This is an optimization exercise on Yosys and OpenROAD, whose aim is small area and a short achievable clock period, not a production implementation. At most, simulation tests tie the RTL to the original design; equivalence was not proved.

==> inputs of sierra <==
// konya
module konya(DIN, Resetn, Clock, Run, Done, BusWires);
	input [15:0] DIN;
	input Resetn, Clock, Run;
	output Done;
	output [15:0] BusWires;
	reg [1:0] Tstep;
	reg L, b0;             
	reg [2:0] W, Y;        
	reg [7:0] rsel;        
	reg gsel, dseln;       
	reg Done;
	reg [15:0] R [0:7];
	reg [15:0] A, G;
	reg zf;                
	reg gnew;              
	wire t0 = (Tstep == 2'd0);
	wire t1 = (Tstep == 2'd1);
	wire t2 = (Tstep == 2'd2);
	wire [2:0] op = DIN[15:13];
	wire [2:0] x = DIN[12:10];
	wire [2:0] y = DIN[9:7];
	wire op_mv  = (op == 3'd0);
	wire op_add = (op == 3'd2) | (op == 3'd3);
	wire op_st  = (op == 3'd4) | (op == 3'd5);
	wire op_nz  = (op == 3'd6);
	wire op_long = op_add | (op == 3'd7);
	reg [15:0] Rs;
	integer i;
	always @(*) begin
		Rs = 16'd0;
		for (i = 0; i < 8; i = i + 1)
			Rs = Rs | ({16{rsel[i]}} & R[i]);
	end
	wire [15:0] RG = Rs | ({16{gsel}} & G);      
	assign BusWires = RG | ({16{~dseln}} & DIN);
	reg [1:0] Tn;
	reg [7:0] rsel_n;
	reg gsel_n, dsel_n, Done_n;
	always @(*) begin
		Tn = 2'd0; rsel_n = 8'd0; gsel_n = 1'b0; dsel_n = 1'b1; Done_n = 1'b0;
		case (Tstep)
			2'd0: if (Run) begin
				Tn = 2'd1;
  ...
==> module konya, before the edit <==
module konya(DIN, Resetn, Clock, Run, Done, BusWires);
	input [15:0] DIN;
	input Resetn, Clock, Run;
	output Done;
	output [15:0] BusWires;
	reg [1:0] Tstep;
	reg L, b0;             
	reg [2:0] W, Y;        
	reg [7:0] rsel;        
	reg gsel, dseln;       
	reg Done;
	reg [15:0] R [0:7];
	reg [15:0] A, G;
	reg zf;                
	reg gnew;              
	wire t0 = (Tstep == 2'd0);
	wire t1 = (Tstep == 2'd1);
	wire t2 = (Tstep == 2'd2);
	wire [2:0] op = DIN[15:13];
	wire [2:0] x = DIN[12:10];
	wire [2:0] y = DIN[9:7];
	wire op_mv  = (op == 3'd0);
	wire op_add = (op == 3'd2) | (op == 3'd3);
	wire op_st  = (op == 3'd4) | (op == 3'd5);
	wire op_nz  = (op == 3'd6);
	wire op_long = op_add | (op == 3'd7);
	reg [15:0] Rs;
	integer i;
	always @(*) begin
		Rs = 16'd0;
		for (i = 0; i < 8; i = i + 1)
			Rs = Rs | ({16{rsel[i]}} & R[i]);
	end
	wire [15:0] RG = Rs | ({16{gsel}} & G);      
	assign BusWires = RG | ({16{~dseln}} & DIN);
	reg [1:0] Tn;
	reg [7:0] rsel_n;
	reg gsel_n, dsel_n, Done_n;
	always @(*) begin
		Tn = 2'd0; rsel_n = 8'd0; gsel_n = 1'b0; dsel_n = 1'b1; Done_n = 1'b0;
		case (Tstep)
			2'd0: if (Run) begin
				Tn = 2'd1;
				Done_n = ~op_long;
				if (op_add | op_st) begin
					rsel_n = 8'd1 << x; dsel_n = 1'b0;
				end else if (op_mv | (op_nz & zf_now)) begin
					rsel_n = 8'd1 << y; dsel_n = 1'b0;
				end
			end
			2'd1: if (L) begin
				Tn = 2'd2;
				rsel_n = 8'd1 << Y; dsel_n = 1'b0;
			end
			2'd2: begin
				Tn = 2'd3;
				gsel_n = b0; dsel_n = ~b0; Done_n = b0;
			end
			2'd3: ;
		endcase
	end
	always @(posedge Clock, negedge Resetn)
		if (!Resetn) begin
			Tstep <= 2'd0; rsel <= 8'd0; gsel <= 1'b0; dseln <= 1'b0; Done <= 1'b0;
		end else begin
			Tstep <= Tn; rsel <= rsel_n; gsel <= gsel_n; dseln <= ~dsel_n; Done <= Done_n;
		end
	wire [15:0] sum = A + RG;
	wire [15:0] gv = b0 ? sum : (A ^ RG);
	wire zf_now = gnew ? ~|G : zf;
	always @(posedge Clock) begin
		if (t0) begin
			L  <= op_long;
			b0 <= op_add;
			W  <= op_st ? y : x;
			Y  <= y;
		end
		if (Done)
			R[W] <= BusWires;
		if (t1 & L & b0)
			A <= RG;
		G <= gv;
		gnew <= t2;
		zf <= zf_now;
	end
endmodule
Settings: LEC_CHECK=0, CAP_MARGIN=20, CORE_MARGIN=2, CORE_UTILIZATION=40, CTS_BUF_LIST=sky130_fd_sc_hd__clkbuf_8, CTS_CLUSTER_DIAMETER=80, CTS_CLUSTER_SIZE=30, SETUP_SLACK_MARGIN=2.8, SLEW_MARGIN=20; clock period 6.0 ns.
run.sh (not shown) runs the stock make flow with config.mk's settings and CLKGATE_MAP_FILE= SYNTH_SCRIPT=/design/flow/synth_recipe.tcl, a recipe that flattens the netlist after the stock synthesis.
==> zinc (differences from sierra) <==
--- a/flow/design.v
+++ b/flow/design.v
@@ -14,3 +14,2 @@
 	reg zf;                
-	reg gnew;              
 	wire t0 = (Tstep == 2'd0);
@@ -33,4 +32,3 @@
 	end
-	wire [15:0] RG = Rs | ({16{gsel}} & G);      
-	assign BusWires = RG | ({16{~dseln}} & DIN);
+	assign BusWires = Rs | ({16{gsel}} & G) | ({16{~dseln}} & DIN);
 	reg [1:0] Tn;
@@ -46,3 +44,3 @@
 					rsel_n = 8'd1 << x; dsel_n = 1'b0;
-				end else if (op_mv | (op_nz & zf_now)) begin
+				end else if (op_mv | (op_nz & zf)) begin
 					rsel_n = 8'd1 << y; dsel_n = 1'b0;
@@ -67,5 +65,4 @@
 		end
-	wire [15:0] sum = A + RG;
-	wire [15:0] gv = b0 ? sum : (A ^ RG);
-	wire zf_now = gnew ? ~|G : zf;
+	wire [15:0] sum = A + BusWires;
+	wire [15:0] gv = b0 ? sum : (A ^ BusWires);
 	always @(posedge Clock) begin
@@ -80,6 +77,6 @@
 		if (t1 & L & b0)
-			A <= RG;
+			A <= BusWires;
 		G <= gv;
-		gnew <= t2;
-		zf <= zf_now;
+		if (t2)
+			zf <= ~|gv;
 	end
CTS_BUF_LIST = default   (was sky130_fd_sc_hd__clkbuf_8)
CTS_CLUSTER_DIAMETER = default   (was 80)
CTS_CLUSTER_SIZE = default   (was 30)
==> delta (differences from sierra) <==
==> flow/design.v (replaced) <==
module konya(DIN, Resetn, Clock, Run, Done, BusWires);
	input [15:0] DIN;
	input Resetn, Clock, Run;
	output Done;
	output [15:0] BusWires;
	reg [1:0] Tstep;
	reg L, b0;             
	reg [2:0] W, Y;        
	reg dsel;              
	reg dn;                
	reg Done;
	reg [15:0] R [0:7];
	reg [15:0] A;
	reg [15:0] BR;         
	reg zf;                
	reg gnew;              
	wire t0 = (Tstep == 2'd0);
	wire t1 = (Tstep == 2'd1);
	wire t2 = (Tstep == 2'd2);
	wire [2:0] op = DIN[15:13];
	wire [2:0] x = DIN[12:10];
	wire [2:0] y = DIN[9:7];
	wire op_mvi = (op == 3'd1);
	wire op_add = (op == 3'd2) | (op == 3'd3);
	wire op_st  = (op == 3'd4) | (op == 3'd5);
	wire op_nz  = (op == 3'd6);
	wire op_long = op_add | (op == 3'd7);
	wire [15:0] nd, nb;
	konya_nand2 bus_d [15:0] (.a(DIN), .b({16{dsel}}), .y(nd));
	konya_nand2 bus_b [15:0] (.a(BR), .b({16{dn}}), .y(nb));
	konya_nand2 bus_o [15:0] (.a(nd), .b(nb), .y(BusWires));
	wire zf_now = gnew ? ~|BR : zf;
	reg [1:0] Tn;
	reg dsel_n, Done_n;
	always @(*) begin
		Tn = 2'd0; dsel_n = 1'b1; Done_n = 1'b0;
		case (Tstep)
			2'd0: if (Run) begin
				Tn = 2'd1;
				Done_n = ~op_long;
				dsel_n = op_mvi | (op == 3'd7) | (op_nz & ~zf_now);
			end
			2'd1: if (L) begin
				Tn = 2'd2;
				dsel_n = 1'b0;
			end
			2'd2: begin
				Tn = 2'd3;
				dsel_n = ~b0; Done_n = b0;
			end
			2'd3: ;
		endcase
	end
	always @(posedge Clock, negedge Resetn)
		if (!Resetn) begin
			Tstep <= 2'd0; dsel <= 1'b1; dn <= 1'b0; Done <= 1'b0;
		end else begin
			Tstep <= Tn; dsel <= dsel_n; dn <= ~dsel_n; Done <= Done_n;
		end
	wire [2:0] ridx = t0 ? ((op_add | op_st) ? x : y) : Y;
	wire [7:0] rsel = {8{~t2}} & (8'd1 << ridx);
	wire [16:0] c;
	assign c[0] = 1'b0;
	genvar k;
	generate for (k = 0; k < 16; k = k + 1) begin : add
		assign c[k+1] = (A[k] & BR[k]) | (c[k] & (A[k] ^ BR[k]));
	end endgenerate
	wire [15:0] gv = A ^ BR ^ (c[15:0] & {16{b0}});
	wire [15:0] BRn;
	konya_andor9 rd (.sel({t2, rsel}),
		.d({gv, R[7], R[6], R[5], R[4], R[3], R[2], R[1], R[0]}), .q(BRn));
	always @(posedge Clock) begin
		if (t0) begin
			L  <= op_long;
			b0 <= op_add;
			W  <= op_st ? y : x;
			Y  <= y;
		end
		if (Done)
			R[W] <= BusWires;
		if (t1 & L & b0)
			A <= BR;
		BR <= BRn;
		gnew <= t2;
		zf <= zf_now;
	end
endmodule
module konya_andor9(sel, d, q);
	input [8:0] sel;
	input [9*16-1:0] d;
	output [15:0] q;
	genvar b;
	generate for (b = 0; b < 16; b = b + 1) begin : bt
		wire [2:0] n;
		konya_aoi222 g0 (.s(sel[2:0]), .d({d[32+b], d[16+b], d[b]}), .y(n[0]));
		konya_aoi222 g1 (.s(sel[5:3]), .d({d[80+b], d[64+b], d[48+b]}), .y(n[1]));
		konya_aoi222 g2 (.s(sel[8:6]), .d({d[128+b], d[112+b], d[96+b]}), .y(n[2]));
		assign q[b] = ~&n;
	end endgenerate
endmodule
module konya_aoi222(s, d, y);
	input [2:0] s, d;
	output y;
	assign y = ~|(s & d);
endmodule
module konya_nand2(a, b, y);
	input a, b;
	output y;
	assign y = ~(a & b);
endmodule
==> flow/flow/run.sh (new file) <==
#!/bin/bash
set -euo pipefail
bash standard.sh \
  "CTS_ARGS=-sink_clustering_enable -repair_clock_nets -dont_use_dummy_load -sink_clustering_size 30 -sink_clustering_max_diameter 80 -buf_list sky130_fd_sc_hd__clkbuf_8" \
  finish > standard.log 2>&1
==> flow/standard.sh (new file) <==
#!/bin/bash
# synth_recipe.tcl (not shown) runs the flow's synth.tcl, then flattens the netlist and writes it again
# the make line also repeats each setting of config.mk as NAME=value (left out here)
make -C /OpenROAD-flow-scripts/flow DESIGN_CONFIG=/design/flow/config.mk WORK_HOME=/design/flow/orfs CLKGATE_MAP_FILE= SYNTH_SCRIPT=/design/flow/synth_recipe.tcl "${@:-finish}"
GPL_ROUTABILITY_DRIVEN = 0   (was default)
SETUP_SLACK_MARGIN = 3.22   (was 2.8)
SYNTH_HIERARCHICAL = 1   (was default)
SYNTH_MINIMUM_KEEP_SIZE = 0   (was default)
TNS_END_PERCENT = 10   (was default)
removed: flow/run.sh
==> impl_metrics.env <==
export IMPL_synth_compound_area_share_pct=13.9
export IMPL_run_status="no timing/DRC/antenna violations"
export IMPL_p_comb_share_pct=41.7
export IMPL_xor_xnor_share_of_the_synthesized_area_pct=1.82
export IMPL_design_seq_count=182
export IMPL_cts_setup_buffers=74
export IMPL_start_util_pct=40.4
export IMPL_cp_num_cells=12
export IMPL_seq_area_um2=5250
export IMPL_synth_area_per_cell_um2=15.1
export IMPL_number_of_distinct_library_cell_variants_in_the_gate_level_netlist_after_synthesis=43
export IMPL_fin_worst_hold_slack_ns=0.513
export IMPL_regToRegEndpoint="zf$_DFFE_PP_"
That was zinc.
==> impl_metrics.env <==
export IMPL_run_status="no timing/DRC/antenna violations"
export IMPL_clkbuf_count=17
export IMPL_seq_area_um2=5060
export IMPL_regToRegEndpoint="BR[14]$_DFF_P_"
export IMPL_start_util_pct=41.2
export IMPL_synth_compound_area_share_pct=11.2
export IMPL_cp_num_cells=4
export IMPL_design_seq_count=175
export IMPL_number_of_distinct_library_cell_variants_in_the_gate_level_netlist_after_synthesis=51
export IMPL_place_inst=704
export IMPL_worst_path_most_repeated_cell="nand2_4"
export IMPL_report_final_hold_viol_count=0
export IMPL_cts_setup_buffers=23
export IMPL_fin_worst_hold_slack_ns=0.463
export IMPL_p_comb_share_pct=39.4
export IMPL_grt_start_max_net_pins=23
export IMPL_tightestPinTransition_ns=0.999
export IMPL_cell_family_contributing_the_most_delay_on_the_critical_path="buffers and inverters"
export IMPL_post_synth_main_area_contributors="edfxtp_1 (66%), a222oi_1 (7.0%), dfxtp_1 (5.2%)"
export IMPL_regToRegStartpoint="BR[1]$_DFF_P_"
export IMPL_xor_xnor_share_of_the_synthesized_area_pct=2.27
That was delta.
==> impl_metrics.env <==
export IMPL_run_status="no timing/DRC/antenna violations"
export IMPL_xor_xnor_share_of_the_synthesized_area_pct=1.54
export IMPL_fin_worst_hold_slack_ns=0.507
export IMPL_synth_area_per_cell_um2=14.9
export IMPL_clkbuf_count=17
export IMPL_synth_compound_area_share_pct=15.0
export IMPL_regToRegEndpoint="G[6]$_DFF_P_"
export IMPL_start_util_pct=40.9
export IMPL_cp_num_cells=7
export IMPL_p_comb_share_pct=34.9
export IMPL_detailroute_wirelength_met2_um=9970
export IMPL_top_registers="R x128, A x16, G x16"
export IMPL_buffers=135
export IMPL_cts_setup_buffers=81
export IMPL_seq_area_um2=5280
That was sierra.
Only the layout flow was run in sierra and zinc; the RTL was not checked for function there.

[what the ideal ports hide]
Ports are ideal in the flow. The routed layouts listed here were re-timed in OpenROAD. Step 1 sets driving cells, clkbuf_16 on the clock port and buf_2 on the other inputs (assumed; they add their load-dependent delay and slew). Step 2 also shifts input and output timing later by t, the mid clock arrival at the registers, as if the neighbouring blocks saw the same clock. a / b / c = ideal / step 1 / step 2; a / b = the first two.
run	t, ns	slack for setup (ns)	worst register clock-pin slew, ns
sierra	0.498	2.396 / 2.358 / 2.578	0.09 / 0.09
zinc	0.471	2.105 / 2.117 / 1.646	0.07 / 0.07
delta	0.478	3.193 / 3.162 / 2.794	0.09 / 0.09
After both steps every run listed still meets setup and hold. The setup slack of zinc, which loses most, moves by +0.012 ns with the drivers and by -0.459 ns with both steps.
